Context: an optimization exercise on an open-source flow, tuned for small area, a short achievable clock period and few clock cycles. The choices shown serve that exercise and are no tape-out recipe.
RTL that was checked went through simulation tests only; none was proved equivalent to the original.
Power figures rest on the tool's default switching activity, not on a simulated workload.

==> module DMA_AHB_Master, before the edit <==
module DMA_AHB_Master #(
    parameter ADDR_WIDTH = 32,
    parameter DATA_WIDTH = 32,
    parameter BASE_ADDR  = 32'h0000_0000
)(
    input wire HCLK,
    input wire HRESETn,
    input wire [ADDR_WIDTH-1:0] HADDR,
    input wire [1:0] HTRANS,
    input wire HWRITE,
    input wire [DATA_WIDTH-1:0] HWDATA,
    output reg [DATA_WIDTH-1:0] HRDATA,
    output reg [ADDR_WIDTH-1:0] master_HADDR,
    output reg [2:0] master_HBURST,
    output reg master_HMASTLOCK,
    output reg [3:0] master_HPROT,
    output reg [2:0] master_HSIZE,
    output reg [1:0] master_HTRANS,
    output reg [DATA_WIDTH-1:0] master_HWDATA,
    output reg master_HWRITE,
    input wire [DATA_WIDTH-1:0] master_HRDATA,
    input wire master_HREADY,
    input wire master_HRESP
);
    reg [31:2] src_q;
    reg [31:2] dst_q;
    reg [31:0] size_q;
    reg        busy;
    reg        done;
    reg        w_src, w_dst, w_size;
    reg        wr_q;       
    reg        first_q;    
    reg        wr_o;       
    reg        busy_o;     
    reg [31:2] addr_q;
    reg [31:2] alt_q;
    reg [28:0] left_q;     
    reg [31:0] data_q;     
    wire hit     = ~|HADDR[31:5] & ~|HADDR[1:0];
    wire a_start = hit & (HADDR[4:2] == 3'd0);
    wire a_src   = hit & (HADDR[4:2] == 3'd1);
    wire a_dst   = hit & (HADDR[4:2] == 3'd2);
    wire a_size  = hit & (HADDR[4:2] == 3'd3);
    wire a_done  = hit & (HADDR[4:2] == 3'd4);
    wire wacc    = HTRANS[1] & HWRITE;
    wire [31:2] src_d  = w_src  ? HRDATA[31:2] : src_q;
    wire [31:2] dst_d  = w_dst  ? HRDATA[31:2] : dst_q;
    wire [31:0] size_d = w_size ? HRDATA : size_q;
    wire st    = wacc & a_start & HWDATA[0];
    wire frac  = |size_q[1:0];
    wire last  = (left_q == 29'd0) | ((left_q == 29'd1) & ~frac);
    wire fin   = busy & wr_q & master_HREADY & last;
    wire busy_d = st | (busy & ~fin);
    reg [31:0] rd_word;
    always @(*) begin
        case (HADDR[4:2])
            3'd0:    rd_word = {31'd0, busy_d};
            3'd1:    rd_word = {src_d, 2'b00};
            3'd2:    rd_word = {dst_d, 2'b00};
            3'd3:    rd_word = size_d;
            3'd4:    rd_word = {31'd0, done};
            default: rd_word = 32'd0;
        endcase
    end
    always @(posedge HCLK or negedge HRESETn) begin
        if (!HRESETn) begin
            w_src  <= 1'b1;
            w_dst  <= 1'b1;
            w_size <= 1'b1;
            busy   <= 1'b0;
            busy_o <= 1'b0;
            done   <= 1'b0;
        end else begin
            w_src  <= wacc & a_src;
            w_dst  <= wacc & a_dst;
            w_size <= wacc & a_size;
            busy   <= busy_d;
            busy_o <= st | (busy_o & ~fin);
            done   <= (done & ~st) | fin;
        end
    end
    always @(posedge HCLK or negedge HRESETn) begin
        if (!HRESETn) begin
            HRDATA <= 32'd0;
        end else begin
            HRDATA <= HWRITE ? HWDATA : hit ? rd_word : 32'd0;
        end
    end
    always @(posedge HCLK) begin
        if (~busy) begin
            wr_q    <= 1'b0;
            wr_o    <= 1'b0;
            first_q <= 1'b1;
            addr_q  <= src_d;
            alt_q   <= dst_d;
            left_q  <= size_d[30:2];
        end else if (master_HREADY) begin
            wr_q    <= ~wr_q;
            wr_o    <= ~wr_o;
            first_q <= 1'b0;
            addr_q  <= alt_q + {29'd0, ~first_q};
            alt_q   <= addr_q;
            if (wr_q) left_q <= left_q - 29'd1;
        end
        src_q  <= src_d;
        dst_q  <= dst_d;
        size_q <= size_d;
        if (busy & ~wr_q) data_q <= master_HRDATA;
    end
    always @(*) begin
        master_HADDR     = {addr_q, 2'b00};
        master_HBURST    = 3'b000;
        master_HMASTLOCK = 1'b0;
        master_HPROT     = 4'b0000;
        master_HSIZE     = 3'b010;
        master_HTRANS    = {busy_o, 1'b0};
        master_HWDATA    = data_q;
        master_HWRITE    = wr_o;
    end
endmodule
clock: 6.0 ns
lec_check: 0
cap_margin: 20
core_margin: 2
core_utilization: 55
cts_buf_list: sky130_fd_sc_hd__clkbuf_16
cts_cluster_diameter: 100
cts_cluster_size: 25
place_density: 0.7
setup_slack_margin: 3.6
slew_margin: 20
standard.sh (not shown) runs the stock make flow with config.mk's settings and CLKGATE_MAP_FILE= SYNTH_SCRIPT=/design/flow/synth_recipe.tcl, a recipe that flattens the netlist after the stock synthesis.
==> flow/flow/run.sh <==
#!/bin/bash
# Standard ORFS layout, with plain buffers on the ports instead of the
# delay cells buffer_ports picks by default. Synthesis is the standard one.
set -euo pipefail
bash standard.sh synth > synth.log 2>&1
export BUFFER_PORTS_ARGS="-buffer_cell sky130_fd_sc_hd__buf_1"
bash standard.sh > layout.log 2>&1
Change:
--- a/flow/design.v
+++ b/flow/design.v
@@ -26,13 +26,12 @@
     reg [31:2] dst_q;
     reg [31:0] size_q;
     reg        busy;
     reg        done;
     reg        w_src, w_dst, w_size;
     reg        wr_q;       
-    reg        first_q;    
     reg        wr_o;       
     reg        busy_o;     
     reg [31:2] addr_q;
     reg [31:2] alt_q;
     reg [28:0] left_q;     
     reg [31:0] data_q;     
@@ -40,15 +39,15 @@
     wire a_start = hit & (HADDR[4:2] == 3'd0);
     wire a_src   = hit & (HADDR[4:2] == 3'd1);
     wire a_dst   = hit & (HADDR[4:2] == 3'd2);
     wire a_size  = hit & (HADDR[4:2] == 3'd3);
     wire a_done  = hit & (HADDR[4:2] == 3'd4);
     wire wacc    = HTRANS[1] & HWRITE;
-    wire [31:2] src_d  = w_src  ? HRDATA[31:2] : src_q;
-    wire [31:2] dst_d  = w_dst  ? HRDATA[31:2] : dst_q;
-    wire [31:0] size_d = w_size ? HRDATA : size_q;
+    wire [31:2] src_d  = w_src  ? data_q[31:2] : src_q;
+    wire [31:2] dst_d  = w_dst  ? data_q[31:2] : dst_q;
+    wire [31:0] size_d = w_size ? data_q : size_q;
     wire st    = wacc & a_start & HWDATA[0];
     wire frac  = |size_q[1:0];
     wire last  = (left_q == 29'd0) | ((left_q == 29'd1) & ~frac);
     wire fin   = busy & wr_q & master_HREADY & last;
     wire busy_d = st | (busy & ~fin);
     reg [31:0] rd_word;
@@ -78,37 +77,36 @@
             busy_o <= st | (busy_o & ~fin);
             done   <= (done & ~st) | fin;
         end
     end
     always @(posedge HCLK or negedge HRESETn) begin
         if (!HRESETn) begin
-            HRDATA <= 32'd0;
+            data_q <= 32'd0;
         end else begin
-            HRDATA <= HWRITE ? HWDATA : hit ? rd_word : 32'd0;
+            if (~busy) data_q <= HWDATA;
+            else if (~wr_q) data_q <= master_HRDATA;
         end
     end
     always @(posedge HCLK) begin
         if (~busy) begin
-            wr_q    <= 1'b0;
-            wr_o    <= 1'b0;
-            first_q <= 1'b1;
-            addr_q  <= src_d;
-            alt_q   <= dst_d;
-            left_q  <= size_d[30:2];
+            wr_q   <= 1'b0;
+            wr_o   <= 1'b0;
+            addr_q <= src_d;
+            alt_q  <= dst_d;
+            left_q <= size_d[30:2];
         end else if (master_HREADY) begin
-            wr_q    <= ~wr_q;
-            wr_o    <= ~wr_o;
-            first_q <= 1'b0;
-            addr_q  <= alt_q + {29'd0, ~first_q};
-            alt_q   <= addr_q;
+            wr_q   <= ~wr_q;
+            wr_o   <= ~wr_o;
+            addr_q <= alt_q;
+            alt_q  <= addr_q + 30'd1;
             if (wr_q) left_q <= left_q - 29'd1;
         end
         src_q  <= src_d;
         dst_q  <= dst_d;
         size_q <= size_d;
-        if (busy & ~wr_q) data_q <= master_HRDATA;
+        HRDATA <= hit ? rd_word : 32'd0;
     end
     always @(*) begin
         master_HADDR     = {addr_q, 2'b00};
         master_HBURST    = 3'b000;
         master_HMASTLOCK = 1'b0;
         master_HPROT     = 4'b0000;
Effect: Die area came out lower slightly. Clock-buffer cell count came out higher by 1. Worst setup slack loses 240 ps. Final cell count is higher slightly. Synthesized cell count rises by a few percent. Combinational power rises slightly. Utilization hardly moves. Cell area shrinks slightly. Via count drops slightly.
No run of this note included a check of the RTL's function; only the layout flow was run.

* * *

The RTL this note starts from:
==> flow/design.v <==
module DMA_AHB_Master #(
    parameter ADDR_WIDTH = 32,
    parameter DATA_WIDTH = 32,
    parameter BASE_ADDR  = 32'h0000_0000
)(
    input wire HCLK,
    input wire HRESETn,
    input wire [ADDR_WIDTH-1:0] HADDR,
    input wire [1:0] HTRANS,
    input wire HWRITE,
    input wire [DATA_WIDTH-1:0] HWDATA,
    output reg [DATA_WIDTH-1:0] HRDATA,
    output reg [ADDR_WIDTH-1:0] master_HADDR,
    output reg [2:0] master_HBURST,
    output reg master_HMASTLOCK,
    output reg [3:0] master_HPROT,
    output reg [2:0] master_HSIZE,
    output reg [1:0] master_HTRANS,
    output reg [DATA_WIDTH-1:0] master_HWDATA,
    output reg master_HWRITE,
    input wire [DATA_WIDTH-1:0] master_HRDATA,
    input wire master_HREADY,
    input wire master_HRESP
);
    reg [31:2] src_q;
    reg [31:2] dst_q;
    reg [31:0] size_q;
    reg        busy;
    reg        done;
    reg        w_src, w_dst, w_size;
    reg        wr_q;       
    reg        first_q;    
    reg [31:2] addr_q;
    reg [31:2] alt_q;
    reg [28:0] left_q;     
    reg [31:0] data_q;     
    wire hit     = ~|HADDR[31:5] & ~|HADDR[1:0];
    wire a_start = hit & (HADDR[4:2] == 3'd0);
    wire a_src   = hit & (HADDR[4:2] == 3'd1);
    wire a_dst   = hit & (HADDR[4:2] == 3'd2);
    wire a_size  = hit & (HADDR[4:2] == 3'd3);
    wire a_done  = hit & (HADDR[4:2] == 3'd4);
    wire wacc    = HTRANS[1] & HWRITE;
    wire [31:2] src_d  = w_src  ? data_q[31:2] : src_q;
    wire [31:2] dst_d  = w_dst  ? data_q[31:2] : dst_q;
    wire [31:0] size_d = w_size ? data_q : size_q;
    wire st    = wacc & a_start & HWDATA[0];
    wire frac  = |size_q[1:0];
    wire last  = (left_q == 29'd0) | ((left_q == 29'd1) & ~frac);
    wire fin   = busy & wr_q & master_HREADY & last;
    wire busy_d = st | (busy & ~fin);
    reg [31:0] rd_word;
    always @(*) begin
        case (HADDR[4:2])
            3'd0:    rd_word = {31'd0, busy_d};
            3'd1:    rd_word = {src_d, 2'b00};
            3'd2:    rd_word = {dst_d, 2'b00};
            3'd3:    rd_word = size_d;
            3'd4:    rd_word = {31'd0, done};
            default: rd_word = 32'd0;
        endcase
    end
    always @(posedge HCLK or negedge HRESETn) begin
        if (!HRESETn) begin
            w_src  <= 1'b1;
            w_dst  <= 1'b1;
            w_size <= 1'b1;
            busy   <= 1'b0;
            done   <= 1'b0;
        end else begin
            w_src  <= wacc & a_src;
            w_dst  <= wacc & a_dst;
            w_size <= wacc & a_size;
            busy   <= busy_d;
            done   <= (done & ~st) | fin;
        end
    end
    always @(posedge HCLK or negedge HRESETn) begin
        if (!HRESETn) begin
            data_q <= 32'd0;
        end else begin
            if (~busy) data_q <= HWDATA;
            else if (~wr_q) data_q <= master_HRDATA;
        end
    end
    always @(posedge HCLK) begin
        if (~busy) begin
            wr_q    <= 1'b0;
            first_q <= 1'b1;
            addr_q  <= src_d;
            alt_q   <= dst_d;
            left_q  <= size_d[30:2];
        end else if (master_HREADY) begin
            wr_q    <= ~wr_q;
            first_q <= 1'b0;
            addr_q  <= alt_q + {29'd0, ~first_q};
            alt_q   <= addr_q;
            if (wr_q) left_q <= left_q - 29'd1;
        end
        src_q  <= src_d;
        dst_q  <= dst_d;
        size_q <= size_d;
        HRDATA <= hit ? rd_word : 32'd0;
    end
    always @(*) begin
        master_HADDR     = {addr_q, 2'b00};
        master_HBURST    = 3'b000;
        master_HMASTLOCK = 1'b0;
        master_HPROT     = 4'b0000;
        master_HSIZE     = 3'b010;
        master_HTRANS    = {busy, 1'b0};
        master_HWDATA    = data_q;
        master_HWRITE    = wr_q;
    end
endmodule
clock: 6.0 ns
lec_check: 0
cap_margin: 20
core_margin: 2
core_utilization: 55
cts_buf_list: sky130_fd_sc_hd__clkbuf_16
cts_cluster_diameter: 100
cts_cluster_size: 25
place_density: 0.7
setup_slack_margin: 3.6
slew_margin: 20
Scripts as last shown in full above: flow/flow/run.sh
Change:
--- a/flow/design.v
+++ b/flow/design.v
@@ -29,7 +29,6 @@
     reg        done;
     reg        w_src, w_dst, w_size;
     reg        wr_q;       
-    reg        first_q;    
     reg [31:2] addr_q;
     reg [31:2] alt_q;
     reg [28:0] left_q;     
@@ -85,16 +84,14 @@
     end
     always @(posedge HCLK) begin
         if (~busy) begin
-            wr_q    <= 1'b0;
-            first_q <= 1'b1;
-            addr_q  <= src_d;
-            alt_q   <= dst_d;
-            left_q  <= size_d[30:2];
+            wr_q   <= 1'b0;
+            addr_q <= src_d;
+            alt_q  <= dst_d;
+            left_q <= size_d[30:2];
         end else if (master_HREADY) begin
-            wr_q    <= ~wr_q;
-            first_q <= 1'b0;
-            addr_q  <= alt_q + {29'd0, ~first_q};
-            alt_q   <= addr_q;
+            wr_q   <= ~wr_q;
+            addr_q <= alt_q;
+            alt_q  <= addr_q + 30'd1;
             if (wr_q) left_q <= left_q - 29'd1;
         end
         src_q  <= src_d;
After rerunning:
- final cell count went up by 1.9%
- via count came out higher by 2.0%
- total power went down by 18%
- die area increases by 0.38%
- wire length rises by 2.3%
Testbench counts after the change, summed over its fixed seeds: cycles 9,069.
Only the layout flow was run in the first run of this note; the RTL was not checked for function there.

* * *

quartz:
Another version of the RTL of DMA_AHB_Master (not shown whole).
Size: roughly 980 cells after synthesis, about 250 flip-flops, ~210 I/O pins.
==> module DMA_AHB_Master, before the edit <==
module DMA_AHB_Master #(
    parameter ADDR_WIDTH = 32,
    parameter DATA_WIDTH = 32,
    parameter BASE_ADDR  = 32'h0000_0000
)(
    input wire HCLK,
    input wire HRESETn,
    input wire [ADDR_WIDTH-1:0] HADDR,
    input wire [1:0] HTRANS,
    input wire HWRITE,
    input wire [DATA_WIDTH-1:0] HWDATA,
    output reg [DATA_WIDTH-1:0] HRDATA,
    output reg [ADDR_WIDTH-1:0] master_HADDR,
    output reg [2:0] master_HBURST,
    output reg master_HMASTLOCK,
    output reg [3:0] master_HPROT,
    output reg [2:0] master_HSIZE,
    output reg [1:0] master_HTRANS,
    output reg [DATA_WIDTH-1:0] master_HWDATA,
    output reg master_HWRITE,
    input wire [DATA_WIDTH-1:0] master_HRDATA,
    input wire master_HREADY,
    input wire master_HRESP
);
    reg [31:2] src_q;
    reg [31:2] dst_q;
    reg [31:0] size_q;
    reg        busy;
    reg        done;
    reg        w_src, w_dst, w_size;
    reg        wr_q;       
    reg [31:2] addr_q;
    reg [31:2] alt_q;
    reg [28:0] left_q;     
    reg [31:0] data_q;     
    wire hit     = ~|HADDR[31:5] & ~|HADDR[1:0];
    wire a_start = hit & (HADDR[4:2] == 3'd0);
    wire a_src   = hit & (HADDR[4:2] == 3'd1);
    wire a_dst   = hit & (HADDR[4:2] == 3'd2);
    wire a_size  = hit & (HADDR[4:2] == 3'd3);
    wire a_done  = hit & (HADDR[4:2] == 3'd4);
    wire wacc    = HTRANS[1] & HWRITE;
    wire [31:2] src_d  = w_src  ? data_q[31:2] : src_q;
    wire [31:2] dst_d  = w_dst  ? data_q[31:2] : dst_q;
    wire [31:0] size_d = w_size ? data_q : size_q;
    wire st    = wacc & a_start & HWDATA[0];
    wire frac  = |size_q[1:0];
    wire last  = (left_q == 29'd0) | ((left_q == 29'd1) & ~frac);
    wire fin   = busy & wr_q & master_HREADY & last;
    wire busy_d = st | (busy & ~fin);
    always @(posedge HCLK or negedge HRESETn) begin
        if (!HRESETn) begin
            w_src  <= 1'b1;
            w_dst  <= 1'b1;
            w_size <= 1'b1;
            busy   <= 1'b0;
            done   <= 1'b0;
        end else begin
            w_src  <= wacc & a_src;
            w_dst  <= wacc & a_dst;
            w_size <= wacc & a_size;
            busy   <= busy_d;
            done   <= (done & ~st) | fin;
        end
    end
    always @(posedge HCLK or negedge HRESETn) begin
        if (!HRESETn) begin
            data_q <= 32'd0;
        end else begin
            if (~busy) data_q <= HWDATA;
            else if (~wr_q) data_q <= master_HRDATA;
        end
    end
    always @(posedge HCLK) begin
        if (~busy) begin
            wr_q   <= 1'b0;
            addr_q <= src_d;
            alt_q  <= dst_d;
            left_q <= size_d[30:2];
        end else if (master_HREADY) begin
            wr_q   <= ~wr_q;
            addr_q <= alt_q;
            alt_q  <= addr_q + 30'd1;
            if (wr_q) left_q <= left_q - 29'd1;
        end
        src_q  <= src_d;
        dst_q  <= dst_d;
        size_q <= size_d;
        HRDATA <= ({32{a_start}} & {31'd0, busy_d})
                | ({32{a_src}}   & {src_d, 2'b00})
                | ({32{a_dst}}   & {dst_d, 2'b00})
                | ({32{a_size}}  & size_d)
                | ({32{a_done}}  & {31'd0, done});
    end
    always @(*) begin
        master_HADDR     = {addr_q, 2'b00};
        master_HBURST    = 3'b000;
        master_HMASTLOCK = 1'b0;
        master_HPROT     = 4'b0000;
        master_HSIZE     = 3'b010;
        master_HTRANS    = {busy, 1'b0};
        master_HWDATA    = data_q;
        master_HWRITE    = wr_q;
    end
endmodule
export LEC_CHECK = 0
export CAP_MARGIN = 20
export CORE_MARGIN = 2
export CORE_UTILIZATION = 55
export PLACE_DENSITY = 0.7
export SETUP_SLACK_MARGIN = 3.6
export SLEW_MARGIN = 20
create_clock -name core_clock -period 6.0 [get_ports {HCLK}]
Scripts as last shown in full above: flow/flow/run.sh
Testbench counts of quartz, summed over its fixed seeds: cycles 9,069.
Input-level comparison between lagoon and quartz:
==> flow/design.v <==
module DMA_AHB_Master #(
    parameter ADDR_WIDTH = 32,
    parameter DATA_WIDTH = 32,
    parameter BASE_ADDR  = 32'h0000_0000
)(
    input wire HCLK,
    input wire HRESETn,
    input wire [ADDR_WIDTH-1:0] HADDR,
    input wire [1:0] HTRANS,
    input wire HWRITE,
    input wire [DATA_WIDTH-1:0] HWDATA,
    output reg [DATA_WIDTH-1:0] HRDATA,
    output reg [ADDR_WIDTH-1:0] master_HADDR,
    output reg [2:0] master_HBURST,
    output reg master_HMASTLOCK,
    output reg [3:0] master_HPROT,
    output reg [2:0] master_HSIZE,
    output reg [1:0] master_HTRANS,
    output reg [DATA_WIDTH-1:0] master_HWDATA,
    output reg master_HWRITE,
    input wire [DATA_WIDTH-1:0] master_HRDATA,
    input wire master_HREADY,
    input wire master_HRESP
);
    reg [31:2] src_q;
    reg [31:2] dst_q;
    reg [31:0] size_q;
    reg        busy;
    reg        done;
    reg [31:0] wdata_q;
    reg        w_src, w_dst, w_size;
    reg        wr_q;       
    reg [31:2] addr_q;
    reg [31:2] alt_q;
    reg [28:0] left_q;     
    reg [31:0] data_q;
    wire hit     = ~|HADDR[31:5] & ~|HADDR[1:0];
    wire a_start = hit & (HADDR[4:2] == 3'd0);
    wire a_src   = hit & (HADDR[4:2] == 3'd1);
    wire a_dst   = hit & (HADDR[4:2] == 3'd2);
    wire a_size  = hit & (HADDR[4:2] == 3'd3);
    wire a_done  = hit & (HADDR[4:2] == 3'd4);
    wire wacc    = HTRANS[1] & HWRITE;
    wire [31:2] src_d  = w_src  ? wdata_q[31:2] : src_q;
    wire [31:2] dst_d  = w_dst  ? wdata_q[31:2] : dst_q;
    wire [31:0] size_d = w_size ? wdata_q : size_q;
    wire st    = wacc & a_start & HWDATA[0];
    wire frac  = |size_q[1:0];
    wire last  = (left_q == 29'd0) | ((left_q == 29'd1) & ~frac);
    wire fin   = busy & wr_q & master_HREADY & last;
    wire busy_d = st | (busy & ~fin);
    always @(posedge HCLK or negedge HRESETn) begin
        if (!HRESETn) begin
            src_q  <= 30'd0;
            dst_q  <= 30'd0;
            size_q <= 32'd0;
            w_src  <= 1'b0;
            w_dst  <= 1'b0;
            w_size <= 1'b0;
            busy   <= 1'b0;
            done   <= 1'b0;
        end else begin
            src_q  <= src_d;
            dst_q  <= dst_d;
            size_q <= size_d;
            w_src  <= wacc & a_src;
            w_dst  <= wacc & a_dst;
            w_size <= wacc & a_size;
            busy   <= busy_d;
            done   <= (done & ~st) | fin;
        end
    end
    always @(posedge HCLK) begin
        wdata_q <= HWDATA;
        if (~busy) begin
            wr_q   <= 1'b0;
            addr_q <= src_d;
            alt_q  <= dst_d;
            left_q <= size_d[30:2];
        end else if (master_HREADY) begin
            wr_q   <= ~wr_q;
            addr_q <= alt_q;
            alt_q  <= addr_q + 30'd1;
            if (wr_q) left_q <= left_q - 29'd1;
        end
        if (~wr_q) data_q <= master_HRDATA;
        HRDATA <= ({32{a_start}} & {31'd0, busy_d})
                | ({32{a_src}}   & {src_d, 2'b00})
                | ({32{a_dst}}   & {dst_d, 2'b00})
                | ({32{a_size}}  & size_d)
                | ({32{a_done}}  & {31'd0, done});
    end
    always @(*) begin
        master_HADDR     = {addr_q, 2'b00};
        master_HBURST    = 3'b000;
        master_HMASTLOCK = 1'b0;
        master_HPROT     = 4'b0000;
        master_HSIZE     = 3'b010;
        master_HTRANS    = {busy, 1'b0};
        master_HWDATA    = data_q;
        master_HWRITE    = wr_q;
    end
endmodule
## What came out
Stage delay of the slowest cell on the critical path: lagoon vs quartz up 70 ps
Delta (lagoon minus quartz): die area increased about 8%, post-synthesis to final-layout area growth increased 0.44 points, total standard cell area after synthesis increased 8.4%, combinational cell fraction of total power decreased 0.7 points.
| count of buffers not belonging to the clock network in the layout | lagoon vs quartz | 23 higher |
No functional check of the RTL was part of lagoon.

[static timing again, ports no longer ideal]
Ports are ideal in the flow. The routed layouts listed here were re-timed in OpenROAD.
Step 1, drivers: a clkbuf_16 drives HCLK and a buf_2 each remaining input, both assumed.
Step 2, shift: input delay + t, output delay - t, t = (earliest + latest rising clock arrival at the registers) / 2. This alone moves slack from input paths to output paths.
Three values: ideal ports, drivers, drivers and shift; two values: the first two.
run	t, ns	setup WS [ns]	worst setup path after step 2	worst register clock-pin slew, ns
the first run of note 1	0.530	3.643 / 3.597 / 3.162	input to register	0.10 / 0.10
the second run of note 1	0.522	3.403 / 3.428 / 2.906	input to register	0.10 / 0.10
the first run of note 2	0.516	3.519 / 3.519 / 3.201	input to register	0.10 / 0.10
the second run of note 2	0.516	3.614 / 3.571 / 3.272	input to register	0.10 / 0.10
quartz	0.577	3.594 / 3.543 / 3.174	input to register	0.06 / 0.06
lagoon	0.585	3.624 / 3.585 / 3.081	input to register	0.06 / 0.06
After both steps every run listed still meets setup and hold. The setup slack of lagoon, which loses most, moves by -0.039 ns with the drivers and by -0.543 ns with both steps.
